This design comes from an exercise in tuning for small area, a short achievable clock period and few clock cycles on the open sky130 flow, not from production work.
Where RTL was checked, it was by simulation tests only, not by an equivalence proof against the original.
Power and IR drop assume default switching activity.

## v6
## Mips_Processor
module Mips_Processor (
    input             clk,
    input             rst,
    output     [15:0] mem_addr,
    output            mem_wr,
    output     [15:0] mem_wdata,
    input      [15:0] mem_rdata,
    output reg        wb_we,
    output reg [3:0]  wb_rd,
    output reg [15:0] wb_data
);
    localparam OP_ADD  = 4'd0,  OP_ADDM = 4'd1,  OP_SUB = 4'd2,  OP_ADDI = 4'd3;
    localparam OP_MUL  = 4'd4,  OP_AND  = 4'd5,  OP_SHL = 4'd6,  OP_LW   = 4'd7;
    localparam OP_LWI  = 4'd8,  OP_SW   = 4'd9,  OP_SWI = 4'd10, OP_CLR  = 4'd11;
    localparam OP_LI   = 4'd12, OP_CMP  = 4'd13, OP_BNE = 4'd14, OP_J    = 4'd15;
    function writes_reg(input [3:0] op);
        writes_reg = (op == OP_ADD) || (op == OP_ADDM) || (op == OP_SUB) || (op == OP_ADDI) ||
                     (op == OP_AND) || (op == OP_SHL) || (op == OP_LW) || (op == OP_LWI) ||
                     (op == OP_CLR) || (op == OP_LI);
    endfunction
    function uses_ba(input [3:0] op);
        uses_ba = (op == OP_ADDM) || (op == OP_LW) || (op == OP_LWI) || (op == OP_SW) || (op == OP_SWI);
    endfunction
    function is_load(input [3:0] op);
        is_load = (op == OP_ADDM) || (op == OP_LW) || (op == OP_LWI);
    endfunction
    function b_is_reg(input [3:0] op);
        b_is_reg = (op == OP_ADD) || (op == OP_SUB) || (op == OP_MUL) || (op == OP_AND) || (op == OP_CMP);
    endfunction
    function real_rd(input [3:0] r);
        real_rd = (r != 4'd0) && (r != 4'd9) && (r != 4'd12) && (r != 4'd13);
    endfunction
    function is_hilo(input [3:0] r);
        is_hilo = (r == 4'd12) || (r == 4'd13);
  ...
Size: ~2800 cells after synthesis, roughly 500 flip-flops, ~72 I/O pins, roughly 32000 sq um of cells after synthesis.
clock: 11.0 ns
lec_check: 0
cap_margin: 20
core_margin: 2
core_utilization: 40
place_density: 0.6
slew_margin: 20
standard.sh (not shown) runs the stock make flow with config.mk's settings and CLKGATE_MAP_FILE= SYNTH_SCRIPT=/design/flow/synth_recipe.tcl, a recipe that flattens the netlist after the stock synthesis.
==> flow/flow/run.sh <==
#!/bin/bash
# Standard layout, with timing repair aimed at 7.5 ns of setup slack.
set -euo pipefail
bash standard.sh SETUP_SLACK_MARGIN=7.5 finish > flow_make.log 2>&1
v6 finished every stage and its layout cleared the timing, DRC and antenna checks.
Setup changes, v6 to v7
==> flow/flow/run.sh <==
#!/bin/bash
# Standard layout, with timing repair aimed at 7 ns of setup slack.
set -euo pipefail
bash standard.sh SETUP_SLACK_MARGIN=7 finish > flow_make.log 2>&1
[summary]
- When v7 is set beside v6, its final critical-path required period turns out to be 0.036 ns smaller.
- The run showing the smaller met3 track demand over resource in global routing is v7.
- [compare] base=v6 new=v7: met2 capacity usage during global routing shows a reduction of 1.1 points, number of fillers in the final layout shows an increase of 218, total cell area at the placement stage shows a reduction of 160 sq um, internal power shows a reduction of 5.2%.
- v7 vs v6: final area down by a few percent
No run of this note included a check of the RTL's function; only the layout flow was run.

## run a
Mips_Processor, a different RTL version from the one above (not shown whole).
Size: about 3100 cells after synthesis, roughly 72 I/O pins.
clock: 11.0 ns
lec_check: 0
abc_area: 1
cap_margin: 20
core_margin: 2
core_utilization: 40
place_density: 0.6
slew_margin: 20
==> flow/flow/run.sh <==
#!/bin/bash
# Standard layout with extra make settings: a tighter timing-repair target,
# and the settings listed on the make line below.
set -euo pipefail
bash standard.sh 'SETUP_SLACK_MARGIN=7' 'BUFFER_PORTS_ARGS=-buffer_cell sky130_fd_sc_hd__buf_4' finish > flow_make.log 2>&1
Changes in run b relative to run a:
# run a
export LEC_CHECK = 0
export ABC_AREA = 1
export CAP_MARGIN = 20
export CORE_MARGIN = 2
export CORE_UTILIZATION = 40
export PLACE_DENSITY = 0.6
export SLEW_MARGIN = 20
create_clock -name core_clock -period 11.0 [get_ports {clk}]
# run b
export LEC_CHECK = 0
export ABC_AREA = 1
export CAP_MARGIN = 20
export CORE_MARGIN = 2
export CORE_UTILIZATION = 40
export CTS_CLUSTER_DIAMETER = 80
export CTS_CLUSTER_SIZE = 30
export PLACE_DENSITY = 0.6
export SLEW_MARGIN = 20
create_clock -name core_clock -period 11.0 [get_ports {clk}]
--- outcome ---
There was hardly any difference in area of the multi-input gates between run a and run b. Between run b and run a, the first-iteration DRC count is lower for run b. Area of the die came out exactly the same in run b and run a. Vias: run b fewer than run a.
No functional check of the RTL was part of any run of this note.

the previous run:
Mips_Processor, a different RTL version from the one above (not shown whole).
Size: about 2700 cells after synthesis, about 450 flip-flops, ~28000 um^2 of cells after synthesis.
clock: 11.0 ns
lec_check: 0
cap_margin: 20
core_margin: 2
core_utilization: 40
cts_buf_list: sky130_fd_sc_hd__clkbuf_4
place_density: 0.6
slew_margin: 20
Scripts as last shown in full above: flow/flow/run.sh
## Diff of input files: the current run against the previous run
diff --git a/flow/config.mk b/flow/config.mk
--- a/flow/config.mk
+++ b/flow/config.mk
@@ -11 +10,0 @@
-export CTS_BUF_LIST = sky130_fd_sc_hd__clkbuf_4
Findings:
- Between the previous run and the current run, the cell count went down.
- Setup slack | the current run above the previous run
- Re multi-input combinational gate total: no difference whatsoever between the current run and the previous run.
- The current run against the previous run: arrival time of the worst setup path +2.25 ns; number of buffers added by the clock tree synthesis step -57%; register fraction of the total cell area -0.24 points; via total after detailed routing -543; share of cell area taken by multi-input logic gates -0.26 points.
- Summary of the comparison: routed length on met3 is lower in the current run, relative to the previous run.
- The previous run ended up with m_res[13] as its beginning of the critical path; the current run ended up with mem_rdata[0].
- Compared with the previous run, the current run shows a power consumption that is 0.31 mW higher.
No run of this note included a check of the RTL's function; only the layout flow was run.

## oak
Another version of the RTL of Mips_Processor (not shown whole).
Size: about 3100 cells after synthesis, ~27000 um^2 of cells after synthesis.
clock: 11.0 ns
lec_check: 0
abc_area: 1
cap_margin: 20
core_margin: 2
core_utilization: 40
place_density: 0.6
slew_margin: 20
Scripts as last shown in full above: flow/flow/run.sh
Testbench counts of oak, summed over its fixed seeds: cycles 23,254.
Here is what was changed in the inputs of pine compared with oak.
# oak
export LEC_CHECK = 0
export ABC_AREA = 1
export CAP_MARGIN = 20
export CORE_MARGIN = 2
export CORE_UTILIZATION = 40
export PLACE_DENSITY = 0.6
export SLEW_MARGIN = 20
create_clock -name core_clock -period 11.0 [get_ports {clk}]
# pine
export LEC_CHECK = 0
export ABC_AREA = 1
export CAP_MARGIN = 20
export CORE_MARGIN = 2
export CORE_UTILIZATION = 40
export CTS_CLUSTER_DIAMETER = 80
export CTS_CLUSTER_SIZE = 30
export PLACE_DENSITY = 0.6
export SLEW_MARGIN = 20
create_clock -name core_clock -period 11.0 [get_ports {clk}]
==> run summary <==
Capture point of the critical path = mem_addr[0]: pine; capture point of the critical path = mem_addr[15]: oak. From oak to pine the numbers moved as follows: routed via count divided by cell count did not really move; design area decreased by about 2% relative to the old numbers; switching power summed over all nets fell by 0.032 mW; minimum clock period went up 0.12 ns. For the fraction of the cycle the final worst path needs, pine came in 1.1 points higher than oak did. The higher path length in cells of the critical path came out of pine. Diff pine and oak: wire length of the first global-routing pass lower in pine.
### pine -> birch
# pine
export LEC_CHECK = 0
export ABC_AREA = 1
export CAP_MARGIN = 20
export CORE_MARGIN = 2
export CORE_UTILIZATION = 40
export CTS_CLUSTER_DIAMETER = 80
export CTS_CLUSTER_SIZE = 30
export PLACE_DENSITY = 0.6
export SLEW_MARGIN = 20
create_clock -name core_clock -period 11.0 [get_ports {clk}]
# birch
export LEC_CHECK = 0
export ABC_AREA = 1
export CAP_MARGIN = 20
export CORE_MARGIN = 2
export CORE_UTILIZATION = 40
export CTS_BUF_LIST = sky130_fd_sc_hd__clkbuf_8
export PLACE_DENSITY = 0.6
export SLEW_MARGIN = 20
create_clock -name core_clock -period 11.0 [get_ports {clk}]
Notes after the runs:
pine has a lower met3 capacity usage during global routing than birch.
Reported for pine and birch, synthesized area turned out identical to the last digit.
Vias: birch more than pine
pine → birch: number of cells on the critical path fell 1, non-clock buffer count now sits lower, post-route fraction of the period consumed by the critical path lost 0.47 points.
Re first-pass detailed-route iteration total: birch is 1 up on pine.
The fraction of area in non-clock buffers in birch was lower than what pine gave.
The met1 routed wirelength after detailed routing of birch is higher than that of pine.
Relative to pine, the maximum achievable frequency of birch is higher by 1.3%.
Here is what was changed in the inputs of maple compared with birch.
# birch
export LEC_CHECK = 0
export ABC_AREA = 1
export CAP_MARGIN = 20
export CORE_MARGIN = 2
export CORE_UTILIZATION = 40
export CTS_BUF_LIST = sky130_fd_sc_hd__clkbuf_8
export PLACE_DENSITY = 0.6
export SLEW_MARGIN = 20
create_clock -name core_clock -period 11.0 [get_ports {clk}]
# maple
export LEC_CHECK = 0
export ABC_AREA = 1
export CAP_MARGIN = 20
export CORE_MARGIN = 2
export CORE_UTILIZATION = 40
export CTS_CLUSTER_DIAMETER = 70
export CTS_CLUSTER_SIZE = 24
export PLACE_DENSITY = 0.6
export SLEW_MARGIN = 20
create_clock -name core_clock -period 11.0 [get_ports {clk}]
Results
- Summary of maple over birch: core utilization fell by 0.80 points; non-clock buffer contribution to total cell area stayed essentially flat.
- Diff maple..birch | sequential logic power | negligible
- Compared with birch, in maple clock share of power fell by 3.6 points, power has decreased.
Inputs modified between maple and cedar:
# maple
export LEC_CHECK = 0
export ABC_AREA = 1
export CAP_MARGIN = 20
export CORE_MARGIN = 2
export CORE_UTILIZATION = 40
export CTS_CLUSTER_DIAMETER = 70
export CTS_CLUSTER_SIZE = 24
export PLACE_DENSITY = 0.6
export SLEW_MARGIN = 20
create_clock -name core_clock -period 11.0 [get_ports {clk}]
# cedar
export LEC_CHECK = 0
export ABC_AREA = 1
export CAP_MARGIN = 20
export CORE_MARGIN = 2
export CORE_UTILIZATION = 40
export CTS_CLUSTER_DIAMETER = 80
export CTS_CLUSTER_SIZE = 30
export PLACE_DENSITY = 0.6
export SLEW_MARGIN = 20
create_clock -name core_clock -period 11.0 [get_ports {clk}]
==> flow/flow/run.sh <==
#!/bin/bash
# Standard layout with extra make settings: a tighter timing-repair target,
# and the settings listed on the make line below.
set -euo pipefail
bash standard.sh 'SETUP_SLACK_MARGIN=7.15' 'BUFFER_PORTS_ARGS=-buffer_cell sky130_fd_sc_hd__buf_4' finish > flow_make.log 2>&1
Results
- Diff maple..cedar | floorplan die width | unchanged
- Compared to maple, cedar has power density relative to cell area 1.4% lower.
- maple → cedar: total power decreased about 0.32%; number of tap cells added at floorplan closely matched the old numbers.
- Compared with maple, cedar shows number of non-clock buffers that has gone up by more than 10%.
- In cedar the part of the total power dissipated in the clock network turned out 1.3 points lower than in maple.
- The higher combined area of the multi-input logic cells of maple and cedar is in cedar.

==> port drivers added, routing unchanged <==
How much do the figures lean on ideal ports? The routed layouts below were timed once more, with nothing changed but the port constraints.
Step 1 (the two cells are an assumption about what drives the block):
set clk [get_ports {clk}]
set_driving_cell -lib_cell sky130_fd_sc_hd__clkbuf_16 $clk
set_driving_cell -lib_cell sky130_fd_sc_hd__buf_2 [delete_from_list [all_inputs] $clk]
Step 2 adds t to the input delays and takes it off the output delays; t is the mean of the earliest and latest rising clock arrival at the registers after step 1. Input paths then give back, and output paths get back, about the clock's delay inside the block.
Slacks: ideal ports / drivers / drivers and shift; pairs: ideal ports / drivers.
run	t (ns)	setup WS [ns]	slew at the worst register clock pin (ns)	worst data-port slew with drivers (ns)
v6	0.717	6.540 / 6.556 / 5.839	0.07 / 0.07	0.07
v7	0.712	6.576 / 6.578 / 5.867	0.07 / 0.07	0.06
run a	0.679	7.136 / 7.116 / 6.496	0.07 / 0.07	0.04
run b	0.680	7.148 / 7.122 / 6.507	0.11 / 0.11	0.04
the previous run	0.963	6.673 / 6.611 / 6.117	0.08 / 0.08	0.04
the current run	0.698	6.976 / 6.935 / 6.298	0.07 / 0.07	0.06
oak	0.683	7.159 / 7.096 / 6.513	0.07 / 0.07	0.04
pine	0.696	7.034 / 6.968 / 6.489	0.11 / 0.11	0.04
birch	0.748	7.085 / 7.019 / 6.419	0.07 / 0.07	0.04
maple	0.652	7.053 / 6.988 / 6.527	0.10 / 0.10	0.04
cedar	0.709	7.160 / 7.093 / 6.592	0.12 / 0.12	0.06
After both steps setup and hold are still met in every run listed. For v7, which loses most, drivers alone change the setup slack by +0.002 ns; drivers and shift together by -0.709 ns.
